This design comes from an exercise in tuning for small area and a short achievable clock period on the open sky130 flow, not from production work. RTL that was checked went through simulation tests only; none was proved equivalent to the original. Power is estimated from default activity; no workload was simulated.

==> trial 57: inputs <==
Design wallace_mult_top, start of the top module:
module wallace_mult_top (
	input  wire        clk,
	input  wire        sext_a,
	input  wire        sext_b,
	input  wire [31:0] a,
	input  wire [31:0] b,
	output wire [63:0] out
);
reg  [31:0] a_r;
reg         ae_r;
reg  [15:0] one_r;
reg  [15:0] two_r;
reg  [15:0] neg_r;
reg         sel16_r;
integer i;
reg [15:0] one_d, two_d, neg_d;
reg        b2, b1, b0;
always @ (*) begin
	for (i = 0; i < 16; i = i + 1) begin
		b2 = b[2 * i + 1];
		b1 = b[2 * i];
		b0 = (i == 0) ? 1'b0 : b[2 * i - 1];
		one_d[i] = b1 ^ b0;
		two_d[i] = (b2 & ~b1 & ~b0) | (~b2 & b1 & b0);
		neg_d[i] = b2;
	end
end
always @ (posedge clk) begin
	a_r     <= a;
	ae_r    <= sext_a & a[31];
	one_r   <= one_d;
	two_r   <= two_d;
	neg_r   <= neg_d;
	sel16_r <= b[31] & ~sext_b;    
end
wire pp0_0;
wire pp0_1;
wire pp0_2;
wire pp0_3;
wire pp0_4;
wire pp0_5;
wire pp0_6;
wire pp0_7;
wire pp0_8;
wire pp0_9;
wire pp0_10;
wire pp0_11;
wire pp0_12;
wire pp0_13;
wire pp0_14;
wire pp0_15;
wire pp0_16;
wire pp0_17;
wire pp0_18;
wire pp0_19;
wire pp0_20;
wire pp0_21;
wire pp0_22;
wire pp0_23;
wire pp0_24;
wire pp0_25;
wire pp0_26;
wire pp0_27;
wire pp0_28;
wire pp0_29;
wire pp0_30;
wire pp0_31;
wire pp0_32;
wire pp0_33;
wire pp1_0;
wire pp1_1;
wire pp1_2;
wire pp1_3;
wire pp1_4;
wire pp1_5;
wire pp1_6;
wire pp1_7;
wire pp1_8;
wire pp1_9;
wire pp1_10;
wire pp1_11;
wire pp1_12;
wire pp1_13;
wire pp1_14;
wire pp1_15;
wire pp1_16;
wire pp1_17;
wire pp1_18;
wire pp1_19;
wire pp1_20;
wire pp1_21;
wire pp1_22;
wire pp1_23;
wire pp1_24;
wire pp1_25;
wire pp1_26;
wire pp1_27;
wire pp1_28;
wire pp1_29;
wire pp1_30;
wire pp1_31;
wire pp1_32;
wire pp1_33;
wire pp2_0;
wire pp2_1;
wire pp2_2;
wire pp2_3;
wire pp2_4;
wire pp2_5;
wire pp2_6;
wire pp2_7;
wire pp2_8;
wire pp2_9;
wire pp2_10;
wire pp2_11;
wire pp2_12;
wire pp2_13;
wire pp2_14;
wire pp2_15;
wire pp2_16;
wire pp2_17;
wire pp2_18;
wire pp2_19;
wire pp2_20;
wire pp2_21;
  ...
export LEC_CHECK = 0
export CAP_MARGIN = 20
export CORE_MARGIN = 2
export CORE_UTILIZATION = 40
export SETUP_SLACK_MARGIN = 3.5
export SLEW_MARGIN = 20
export SYNTH_HIERARCHICAL = 1
export SYNTH_MINIMUM_KEEP_SIZE = 0
create_clock -name core_clock -period 8.5 [get_ports {clk}]
run.sh (not shown) runs the stock make flow with config.mk's settings and CLKGATE_MAP_FILE= SYNTH_SCRIPT=/design/flow/synth_recipe.tcl, a recipe that flattens the netlist after the stock synthesis.
==> trial 30 (differences from trial 57) <==
SETUP_SLACK_MARGIN = unset   (was 3.5)
==> trial 60 (differences from trial 57) <==
SETUP_SLACK_MARGIN = 4.5   (was 3.5)
==> impl_metrics.json <==
{
  "crit_cells": 11,
  "r2r-start": "a_r[26]",
  "met3WireLength_mm": 15.3,
  "finalWorstSetupSlack_ns": 3.43,
  "wl_per_cell_um": 30.7,
  "period_share_pct": 59.7,
  "fmax_mhz": 197,
  "wl_mm": 112,
  "startpoint": "x19_q",
  "track_usage_pct": 30.3,
  "wl_met1_mm": 39.4,
  "nClkBuffers": 30,
  "outcome": "finished clean",
  "grt_first_pass_wirelength_mm": 160,
  "buf_share_pct": 14.5,
  "r2r_slack_ns": 4.34,
  "num_vias": 23700,
  "fin_hold_ws_ns": 0.618,
  "power_mw": 16.6,
  "gp_congestion": 0.904,
  "met1_usage_pct": 37.1
}
That was trial 60.
==> impl_metrics.json <==
{
  "met1_usage_pct": 34.9,
  "num_vias": 21900,
  "r2r_slack_ns": 3.36,
  "outcome": "finished clean",
  "r2r-start": "a_r[20]",
  "period_share_pct": 76.5,
  "finalWorstSetupSlack_ns": 2.00,
  "fmax_mhz": 154,
  "crit_cells": 10,
  "wl_mm": 97.2,
  "buf_share_pct": 6.16,
  "power_mw": 14.6
}
That was trial 30.
==> impl_metrics.json <==
{
  "outcome": "finished clean",
  "wl_mm": 99.5,
  "power_mw": 15.2,
  "finalWorstSetupSlack_ns": 3.29,
  "met3WireLength_mm": 12.1,
  "period_share_pct": 61.3,
  "buf_share_pct": 7.04,
  "met1_usage_pct": 35.3,
  "wl_met1_mm": 36.9,
  "nClkBuffers": 34,
  "num_vias": 22200
}
That was trial 57.

---

==> inputs of exp/nickel <==
Another version of the RTL of wallace_mult_top (not shown whole).
export LEC_CHECK = 0
export CAP_MARGIN = 20
export CORE_MARGIN = 2
export CORE_UTILIZATION = 40
export SETUP_SLACK_MARGIN = 4.3
export SLEW_MARGIN = 20
export SYNTH_HIERARCHICAL = 1
export SYNTH_MINIMUM_KEEP_SIZE = 0
create_clock -name core_clock -period 8.5 [get_ports {clk}]
==> exp/violet: changes against exp/nickel <==
==> flow/flow/run.sh (new file) <==
#!/bin/bash
# The standard layout (standard.sh, with the standard flow's synthesis and settings), except that
# the port buffers that global placement inserts are buf_1 cells instead of the
# default choice. make's own output goes to standard.log; each tool's log is under
# orfs/logs/.
set -euo pipefail
bash standard.sh 'BUFFER_PORTS_ARGS=-buffer_cell sky130_fd_sc_hd__buf_1' finish > standard.log 2>&1
==> flow/standard.sh (new file) <==
#!/bin/bash
# synth_recipe.tcl (not shown) runs the flow's synth.tcl, then flattens the netlist and writes it again
# the make line also repeats each setting of config.mk as NAME=value (left out here)
make -C /OpenROAD-flow-scripts/flow DESIGN_CONFIG=/design/flow/config.mk WORK_HOME=/design/flow/orfs CLKGATE_MAP_FILE= SYNTH_SCRIPT=/design/flow/synth_recipe.tcl "${@:-finish}"
--- a/flow/config.mk
+++ b/flow/config.mk
@@ -9,4 +9,4 @@
 export CORE_MARGIN = 2
-export CORE_UTILIZATION = 40
-export SETUP_SLACK_MARGIN = 4.3
+export CORE_UTILIZATION = 55
+export SETUP_SLACK_MARGIN = 4.0
 export SLEW_MARGIN = 20
removed: flow/run.sh
==> notes.md <==
Of exp/violet and exp/nickel, exp/violet has the higher sequential share of layout area (gap 0.75 points).
In synthesized cell count, exp/violet and exp/nickel do not differ.
Of exp/violet and exp/nickel, exp/nickel has the higher sequential power (gap about 4%, measured against exp/nickel).
Flip-flop and latch count is the same in exp/violet and exp/nickel.
In area after synthesis, exp/nickel and exp/violet do not differ.
Of exp/nickel and exp/violet, exp/nickel has the higher worst setup slack (gap 0.049 ns).
Against exp/nickel, the hold slack of exp/violet is better by 0.027 ns.
Maximum frequency: exp/nickel is higher than exp/violet (1.1%).
In critical path depth, exp/violet and exp/nickel do not differ.
Of exp/violet and exp/nickel, exp/nickel has the higher first-iteration DRC count (gap about 16%, measured against exp/nickel).
==> figures <==
Outcome: exp/nickel no timing/DRC/antenna violations; exp/violet no timing/DRC/antenna violations
Number of buffer and inverter stages on the critical path: exp/nickel 6; exp/violet 5
Die area: exp/nickel 0.0729 sq mm; exp/violet 0.0533 sq mm
Non-Clock Buffer Count: exp/nickel 258; exp/violet 218
Fraction of power consumed by combinational cells: exp/nickel 0.841; exp/violet 0.825
Antenna cells: exp/nickel 1; exp/violet 0
GRT met1 Usage: exp/nickel 0.333; exp/violet 0.452
Cells resized by post-CTS repair: exp/nickel 280; exp/violet 43
Placement Cell Area: exp/nickel 0.0296 sq mm; exp/violet 0.0285 sq mm
R2R setup slack: exp/nickel 4.31 ns; exp/violet 4.00 ns
Routing usage on met3: exp/nickel 0.0771; exp/violet 0.122
Fin cells: exp/nickel 3,580; exp/violet 3,279
Total area of multi-input combinational cells: exp/nickel 0.0229 sq mm; exp/violet 0.0226 sq mm
Smallest setup slack after layout: exp/nickel 4.01 ns; exp/violet 3.96 ns
Clock network fraction of total power: exp/nickel 0.054; exp/violet 0.062
Switching Fraction: exp/nickel 0.498; exp/violet 0.504
Post-route minimum period: exp/nickel 4.49 ns; exp/violet 4.54 ns
Slew HR: exp/nickel 0.339; exp/violet 0.444
Critical Path End: exp/nickel out[46]; exp/violet out[62]
Initial Util: exp/nickel 0.404; exp/violet 0.554
Data arrival time of the critical path: exp/nickel 2.79 ns; exp/violet 2.84 ns

---

==> try-fjord: inputs <==
wallace_mult_top, a different RTL version from the one above (not shown whole).
Settings: LEC_CHECK=0, CAP_MARGIN=20, CORE_MARGIN=2, CORE_UTILIZATION=40, SETUP_SLACK_MARGIN=4.0, SLEW_MARGIN=20, SYNTH_HIERARCHICAL=1, SYNTH_MINIMUM_KEEP_SIZE=0; clock period 8.5 ns.
Stock flow here: none of the scripts above is used.
==> inputs of try-maple, as changes to try-fjord <==
- SETUP_SLACK_MARGIN: 4.0 -> 4.4
==> comparison <==
- In try-fjord the first-iteration DRC count is smaller than in try-maple, by 4.0%.
- Clock-buffer cell count is the same in try-maple and try-fjord.
- Against try-fjord, the worst hold slack of try-maple is higher by 0.0063 ns.
- In try-maple the wire length is higher than in try-fjord, by about 1.8%.
- Against try-fjord, the non-clock buffer count of try-maple is higher by 27.
- Sequential power is about the same in try-fjord and try-maple.
- In try-fjord the cell count is smaller than in try-maple, by 0.68%.
- In try-fjord the power is smaller than in try-maple, by 1.5%.
==> figures <==
| quantity | try-fjord | try-maple |
|---|---|---|
| Arrival time of data at the critical path endpoint | 4.89 ns | 2.65 ns |
| Fraction of area in multi-input gates | 70.9% | 70.3% |
| Final period utilization | 52.3% | 51.2% |
| Static leakage | 0.0120 uW | 0.0123 uW |
| Result of the run | complete, no violations | complete, no violations |
| Worst relative slew slack | 22.3% | 39.7% |
| Number of non-filler instances in the completed layout | 3815 | 3841 |
| Final Instance Area | 31200 um2 | 32100 um2 |
| Sw Ratio | 47.8% | 48.1% |
| Number of detailed-routing iterations run before antenna repair | 8 | 9 |
| Proportion of power drawn by combinational gates | 77.7% | 78.0% |
| Net Switching | 7610 uW | 7770 uW |
| Clock network fraction of design power | 7.6% | 7.5% |
| Worst reg-to-reg setup slack | 4.06 ns | 4.41 ns |
| Worst reg2reg startpoint | t_r[20] | four_r[5] |
| Fraction of met3 tracks used by global routing | 9.51% | 9.68% |
| Part of the power in registers | 14.6% | 14.4% |
| Time the final worst path needs with I/O delays and setup | 4.44 ns | 4.35 ns |
No run of this note included a check of the RTL's function; only the layout flow was run.

---

==> v29: inputs <==
Another version of the RTL of wallace_mult_top (not shown whole).
Design wallace_mult_top, start of the top module:
module wallace_mult_top (
	input  wire        clk,
	input  wire        sext_a,
	input  wire        sext_b,
	input  wire [31:0] a,
	input  wire [31:0] b,
	output wire [63:0] out
);
clock: 8.5 ns
lec_check: 0
cap_margin: 20
core_margin: 2
core_utilization: 60
setup_slack_margin: 4.3
slew_margin: 20
synth_hierarchical: 1
synth_minimum_keep_size: 0
==> v33: changes against v29 <==
--- a/flow/config.mk
+++ b/flow/config.mk
@@ -10,3 +10,3 @@
 export CORE_UTILIZATION = 60
-export SETUP_SLACK_MARGIN = 4.3
+export SETUP_SLACK_MARGIN = 4.0
 export SLEW_MARGIN = 20
==> comparison table <==
quantity                                                      v33             v29
Highest routed metal layer                                   met4            met5
Sequential fraction of design power                         0.133           0.129
Total of cells resized after clock tree synthesis             173             344
Maximum cell stage delay along the critical path          1.08 ns         0.37 ns
Crit-path max FO                                               33              11
Worst Setup Slack, final                                  4.01 ns         4.24 ns
Final std cells w/o fill                                     3222            3323
DR vias                                                     22062           23167
CP Depth                                                        8              11
Buffer and inverter count on the worst path                     0               3
Met3 WL post-DR                                           12.5 mm         14.8 mm
Run status                                         finished clean  finished clean
Comb power                                                11.7 mW         12.3 mW
Final worst path period share                               0.528           0.501
Worst slew pin tran                                       1.12 ns        0.618 ns
Power of the sequential group                             1.93 mW         1.95 mW
No functional check of the RTL was part of any run of this note.

---

==> run a <==
Another version of the RTL of wallace_mult_top (not shown whole).
Settings: LEC_CHECK=0, CAP_MARGIN=20, CORE_MARGIN=2, CORE_UTILIZATION=40, SETUP_SLACK_MARGIN=4.3, SLEW_MARGIN=20, SYNTH_HIERARCHICAL=1, SYNTH_MINIMUM_KEEP_SIZE=0; clock period 8.5 ns.
==> run b: changes against run a <==
--- a/flow/design.v
+++ b/flow/design.v
@@ -19,12 +19,15 @@
 assign po = (~pi & pj);
 endmodule
 module pg11 (input wire gi, input wire pi, input wire gj, input wire pj, output wire go, output wire po);
 assign go = (~gi | (~pi & ~gj));
 assign po = (~pi & ~pj);
 endmodule
+module sx0 (input wire p, input wire g, output wire s);
+assign s = p ^ g;
+endmodule
 module wallace_mult_top (
 	input  wire        clk,
 	input  wire        sext_a,
 	input  wire        sext_b,
 	input  wire [31:0] a,
 	input  wire [31:0] b,
@@ -3285,58 +3288,104 @@
 wire hi_G6_41 = hi_G4_41 | (hi_P4_41 & hi_G5_31);
 wire hi_G6_42 = hi_G4_42 | (hi_P4_42 & hi_G5_31);
 wire hi_G6_43 = ~hi_G4_43 | (~hi_P4_43 & hi_G5_31);
 wire hi_G6_44 = hi_G4_44 | (hi_P4_44 & hi_G5_31);
 wire hi_G6_45 = ~hi_G4_45 | (~hi_P4_45 & hi_G5_31);
 wire hi_G6_46 = ~hi_G4_46 | (~hi_P4_46 & hi_G5_31);
-wire hi_s0 = hi_p0 ^ cK_q;
-wire hi_s1 = hi_p1 ^ hi_G1_1;
-wire hi_s2 = hi_p2 ^ hi_G2_2;
-wire hi_s3 = hi_p3 ^ hi_G2_3;
-wire hi_s4 = hi_p4 ^ hi_G3_4;
-wire hi_s5 = hi_p5 ^ hi_G3_5;
-wire hi_s6 = hi_p6 ^ hi_G3_6;
-wire hi_s7 = hi_p7 ^ hi_G3_7;
-wire hi_s8 = hi_p8 ^ hi_G4_8;
-wire hi_s9 = hi_p9 ^ hi_G4_9;
-wire hi_s10 = hi_p10 ^ hi_G4_10;
-wire hi_s11 = hi_p11 ^ hi_G4_11;
-wire hi_s12 = hi_p12 ^ hi_G4_12;
-wire hi_s13 = hi_p13 ^ hi_G4_13;
-wire hi_s14 = hi_p14 ^ hi_G4_14;
-wire hi_s15 = hi_p15 ^ hi_G4_15;
-wire hi_s16 = hi_p16 ^ hi_G5_16;
-wire hi_s17 = hi_p17 ^ hi_G5_17;
-wire hi_s18 = hi_p18 ^ hi_G5_18;
-wire hi_s19 = hi_p19 ^ hi_G5_19;
-wire hi_s20 = hi_p20 ^ hi_G5_20;
-wire hi_s21 = hi_p21 ^ hi_G5_21;
-wire hi_s22 = hi_p22 ^ hi_G5_22;
-wire hi_s23 = hi_p23 ^ hi_G5_23;
-wire hi_s24 = hi_p24 ^ hi_G5_24;
-wire hi_s25 = hi_p25 ^ hi_G5_25;
-wire hi_s26 = hi_p26 ^ hi_G5_26;
-wire hi_s27 = hi_p27 ^ hi_G5_27;
-wire hi_s28 = hi_p28 ^ hi_G5_28;
-wire hi_s29 = hi_p29 ^ hi_G5_29;
-wire hi_s30 = hi_p30 ^ hi_G5_30;
-wire hi_s31 = hi_p31 ^ hi_G5_31;
-wire hi_s32 = hi_p32 ^ hi_G6_32;
-wire hi_s33 = hi_p33 ^ hi_G6_33;
-wire hi_s34 = hi_p34 ^ hi_G6_34;
-wire hi_s35 = hi_p35 ^ hi_G6_35;
-wire hi_s36 = hi_p36 ^ hi_G6_36;
-wire hi_s37 = hi_p37 ^ hi_G6_37;
-wire hi_s38 = hi_p38 ^ hi_G6_38;
-wire hi_s39 = hi_p39 ^ hi_G6_39;
-wire hi_s40 = hi_p40 ^ hi_G6_40;
-wire hi_s41 = hi_p41 ^ hi_G6_41;
-wire hi_s42 = hi_p42 ^ hi_G6_42;
-wire hi_s43 = hi_p43 ^ hi_G6_43;
-wire hi_s44 = hi_p44 ^ hi_G6_44;
-wire hi_s45 = hi_p45 ^ hi_G6_45;
+wire hi_s0;
+sx0 u_hi_s0 (.p(hi_p0), .g(cK_q), .s(hi_s0));
+wire hi_s1;
+sx0 u_hi_s1 (.p(hi_p1), .g(hi_G1_1), .s(hi_s1));
+wire hi_s2;
+sx0 u_hi_s2 (.p(hi_p2), .g(hi_G2_2), .s(hi_s2));
+wire hi_s3;
+sx0 u_hi_s3 (.p(hi_p3), .g(hi_G2_3), .s(hi_s3));
+wire hi_s4;
+sx0 u_hi_s4 (.p(hi_p4), .g(hi_G3_4), .s(hi_s4));
+wire hi_s5;
+sx0 u_hi_s5 (.p(hi_p5), .g(hi_G3_5), .s(hi_s5));
+wire hi_s6;
+sx0 u_hi_s6 (.p(hi_p6), .g(hi_G3_6), .s(hi_s6));
+wire hi_s7;
+sx0 u_hi_s7 (.p(hi_p7), .g(hi_G3_7), .s(hi_s7));
+wire hi_s8;
+sx0 u_hi_s8 (.p(hi_p8), .g(hi_G4_8), .s(hi_s8));
+wire hi_s9;
+sx0 u_hi_s9 (.p(hi_p9), .g(hi_G4_9), .s(hi_s9));
+wire hi_s10;
+sx0 u_hi_s10 (.p(hi_p10), .g(hi_G4_10), .s(hi_s10));
+wire hi_s11;
+sx0 u_hi_s11 (.p(hi_p11), .g(hi_G4_11), .s(hi_s11));
+wire hi_s12;
+sx0 u_hi_s12 (.p(hi_p12), .g(hi_G4_12), .s(hi_s12));
+wire hi_s13;
+sx0 u_hi_s13 (.p(hi_p13), .g(hi_G4_13), .s(hi_s13));
+wire hi_s14;
+sx0 u_hi_s14 (.p(hi_p14), .g(hi_G4_14), .s(hi_s14));
+wire hi_s15;
+sx0 u_hi_s15 (.p(hi_p15), .g(hi_G4_15), .s(hi_s15));
+wire hi_s16;
+sx0 u_hi_s16 (.p(hi_p16), .g(hi_G5_16), .s(hi_s16));
+wire hi_s17;
+sx0 u_hi_s17 (.p(hi_p17), .g(hi_G5_17), .s(hi_s17));
+wire hi_s18;
+sx0 u_hi_s18 (.p(hi_p18), .g(hi_G5_18), .s(hi_s18));
+wire hi_s19;
+sx0 u_hi_s19 (.p(hi_p19), .g(hi_G5_19), .s(hi_s19));
+wire hi_s20;
+sx0 u_hi_s20 (.p(hi_p20), .g(hi_G5_20), .s(hi_s20));
+wire hi_s21;
+sx0 u_hi_s21 (.p(hi_p21), .g(hi_G5_21), .s(hi_s21));
+wire hi_s22;
+sx0 u_hi_s22 (.p(hi_p22), .g(hi_G5_22), .s(hi_s22));
+wire hi_s23;
+sx0 u_hi_s23 (.p(hi_p23), .g(hi_G5_23), .s(hi_s23));
+wire hi_s24;
+sx0 u_hi_s24 (.p(hi_p24), .g(hi_G5_24), .s(hi_s24));
+wire hi_s25;
+sx0 u_hi_s25 (.p(hi_p25), .g(hi_G5_25), .s(hi_s25));
+wire hi_s26;
+sx0 u_hi_s26 (.p(hi_p26), .g(hi_G5_26), .s(hi_s26));
+wire hi_s27;
+sx0 u_hi_s27 (.p(hi_p27), .g(hi_G5_27), .s(hi_s27));
+wire hi_s28;
+sx0 u_hi_s28 (.p(hi_p28), .g(hi_G5_28), .s(hi_s28));
+wire hi_s29;
+sx0 u_hi_s29 (.p(hi_p29), .g(hi_G5_29), .s(hi_s29));
+wire hi_s30;
+sx0 u_hi_s30 (.p(hi_p30), .g(hi_G5_30), .s(hi_s30));
+wire hi_s31;
+sx0 u_hi_s31 (.p(hi_p31), .g(hi_G5_31), .s(hi_s31));
+wire hi_s32;
+sx0 u_hi_s32 (.p(hi_p32), .g(hi_G6_32), .s(hi_s32));
+wire hi_s33;
+sx0 u_hi_s33 (.p(hi_p33), .g(hi_G6_33), .s(hi_s33));
+wire hi_s34;
+sx0 u_hi_s34 (.p(hi_p34), .g(hi_G6_34), .s(hi_s34));
+wire hi_s35;
+sx0 u_hi_s35 (.p(hi_p35), .g(hi_G6_35), .s(hi_s35));
+wire hi_s36;
+sx0 u_hi_s36 (.p(hi_p36), .g(hi_G6_36), .s(hi_s36));
+wire hi_s37;
+sx0 u_hi_s37 (.p(hi_p37), .g(hi_G6_37), .s(hi_s37));
+wire hi_s38;
+sx0 u_hi_s38 (.p(hi_p38), .g(hi_G6_38), .s(hi_s38));
+wire hi_s39;
+sx0 u_hi_s39 (.p(hi_p39), .g(hi_G6_39), .s(hi_s39));
+wire hi_s40;
+sx0 u_hi_s40 (.p(hi_p40), .g(hi_G6_40), .s(hi_s40));
+wire hi_s41;
+sx0 u_hi_s41 (.p(hi_p41), .g(hi_G6_41), .s(hi_s41));
+wire hi_s42;
+sx0 u_hi_s42 (.p(hi_p42), .g(hi_G6_42), .s(hi_s42));
+wire hi_s43;
+sx0 u_hi_s43 (.p(hi_p43), .g(hi_G6_43), .s(hi_s43));
+wire hi_s44;
+sx0 u_hi_s44 (.p(hi_p44), .g(hi_G6_44), .s(hi_s44));
+wire hi_s45;
+sx0 u_hi_s45 (.p(hi_p45), .g(hi_G6_45), .s(hi_s45));
 assign out[0] = s0_q;
 assign out[1] = s1_q;
 assign out[2] = s2_q;
 assign out[3] = s3_q;
 assign out[4] = s4_q;
 assign out[5] = s5_q;
==> flow/flow/run.sh (new file) <==
#!/bin/bash
# The standard layout (standard.sh, with the standard flow's synthesis and settings), except that
# the port buffers that global placement inserts are buf_1 cells instead of the
# default choice. make's own output goes to standard.log; each tool's log is under
# orfs/logs/.
set -euo pipefail
bash standard.sh 'BUFFER_PORTS_ARGS=-buffer_cell sky130_fd_sc_hd__buf_1' finish > standard.log 2>&1
==> flow/standard.sh (new file) <==
#!/bin/bash
# synth_recipe.tcl (not shown) runs the flow's synth.tcl, then flattens the netlist and writes it again
# the make line also repeats each setting of config.mk as NAME=value (left out here)
make -C /OpenROAD-flow-scripts/flow DESIGN_CONFIG=/design/flow/config.mk WORK_HOME=/design/flow/orfs CLKGATE_MAP_FILE= SYNTH_SCRIPT=/design/flow/synth_recipe.tcl "${@:-finish}"
- CORE_UTILIZATION: 40 -> 60
- SETUP_SLACK_MARGIN: 4.3 -> 4.15
removed: flow/run.sh
==> notes.md <==
metric	run b	run a
Seq pwr	0.00161 W	0.00171 W
Initial drt markers	2,920	2,799
Clock Latency Late Sink	0.54 ns	0.52 ns
Placed wire-length estimate after detailed placement	56.7 mm	58.3 mm
Outcome	no timing/DRC/antenna violations	no timing/DRC/antenna violations
Met2 track demand over resource in global routing	0.521	0.423
Slowest cell on the critical path	dfxtp_2	fa_2
CP Data Arrival Time	2.85 ns	2.91 ns
Wire length per cell	27.7 um	28.7 um
WL met1	36.3 mm	38.5 mm
Final design utilization	0.643	0.459
Met2 Wirelength	39.1 mm	44.9 mm
Most used cell, CP	a21oi_4	a21oi_2
Worst reg2reg path depth	14	8
Multiplexer fraction of the synthesized cell area	0.00124	0.000712
Net total in the final layout	3,245	3,277
GRT Util Overall	0.360	0.273
Final-layout clock buffer total	17	18
Total combinational power	0.0119 W	0.0127 W
First-pass GRT wire length	135 mm	147 mm
Number of instances in the synthesized netlist	2,743	2,728
Startpoint of the lowest-slack register-to-register path	a_r[10]	a_r[17]

static timing again, ports no longer ideal:
The results above use ideal ports. As a check the final layouts listed here were re-extracted and re-timed, cells and wires unchanged.
Step 1: set_driving_cell puts a clkbuf_16 on clk and a buf_2 on each other input, an assumption about the parent block.
Step 2 also shifts input and output timing later by t, the mid clock arrival at the registers, as if the neighbouring blocks saw the same clock.
Three values: no drivers, after step 1, after step 2; two values: the first two.
run	shift t [ns]	slack for setup (ns)	clock arrival spread, ns	pins driven straight from the clock port
trial 57	0.636	3.293 / 3.236 / 3.566	0.024 / 0.024	1
trial 30	0.643	1.996 / 1.932 / 2.574	0.012 / 0.013	1
trial 60	0.647	3.425 / 3.361 / 4.009	0.021 / 0.021	1
exp/nickel	0.559	4.012 / 3.954 / 4.310	0.022 / 0.022	1
exp/violet	0.577	3.963 / 3.899 / 3.996	0.021 / 0.021	1
try-fjord	0.638	4.058 / 4.058 / 3.751	0.030 / 0.030	1
try-maple	0.643	4.152 / 4.088 / 3.854	0.030 / 0.030	1
v29	0.560	4.238 / 4.170 / 4.247	0.021 / 0.021	1
v33	0.585	4.013 / 3.983 / 4.013	0.023 / 0.023	1
run a	0.570	3.892 / 3.830 / 4.357	0.024 / 0.024	1
run b	0.578	3.945 / 3.887 / 4.214	0.030 / 0.030	1
After both steps every run listed still meets setup and hold. For try-fjord, which loses most, drivers alone change the setup slack by 0.000 ns; drivers and shift together by -0.307 ns.
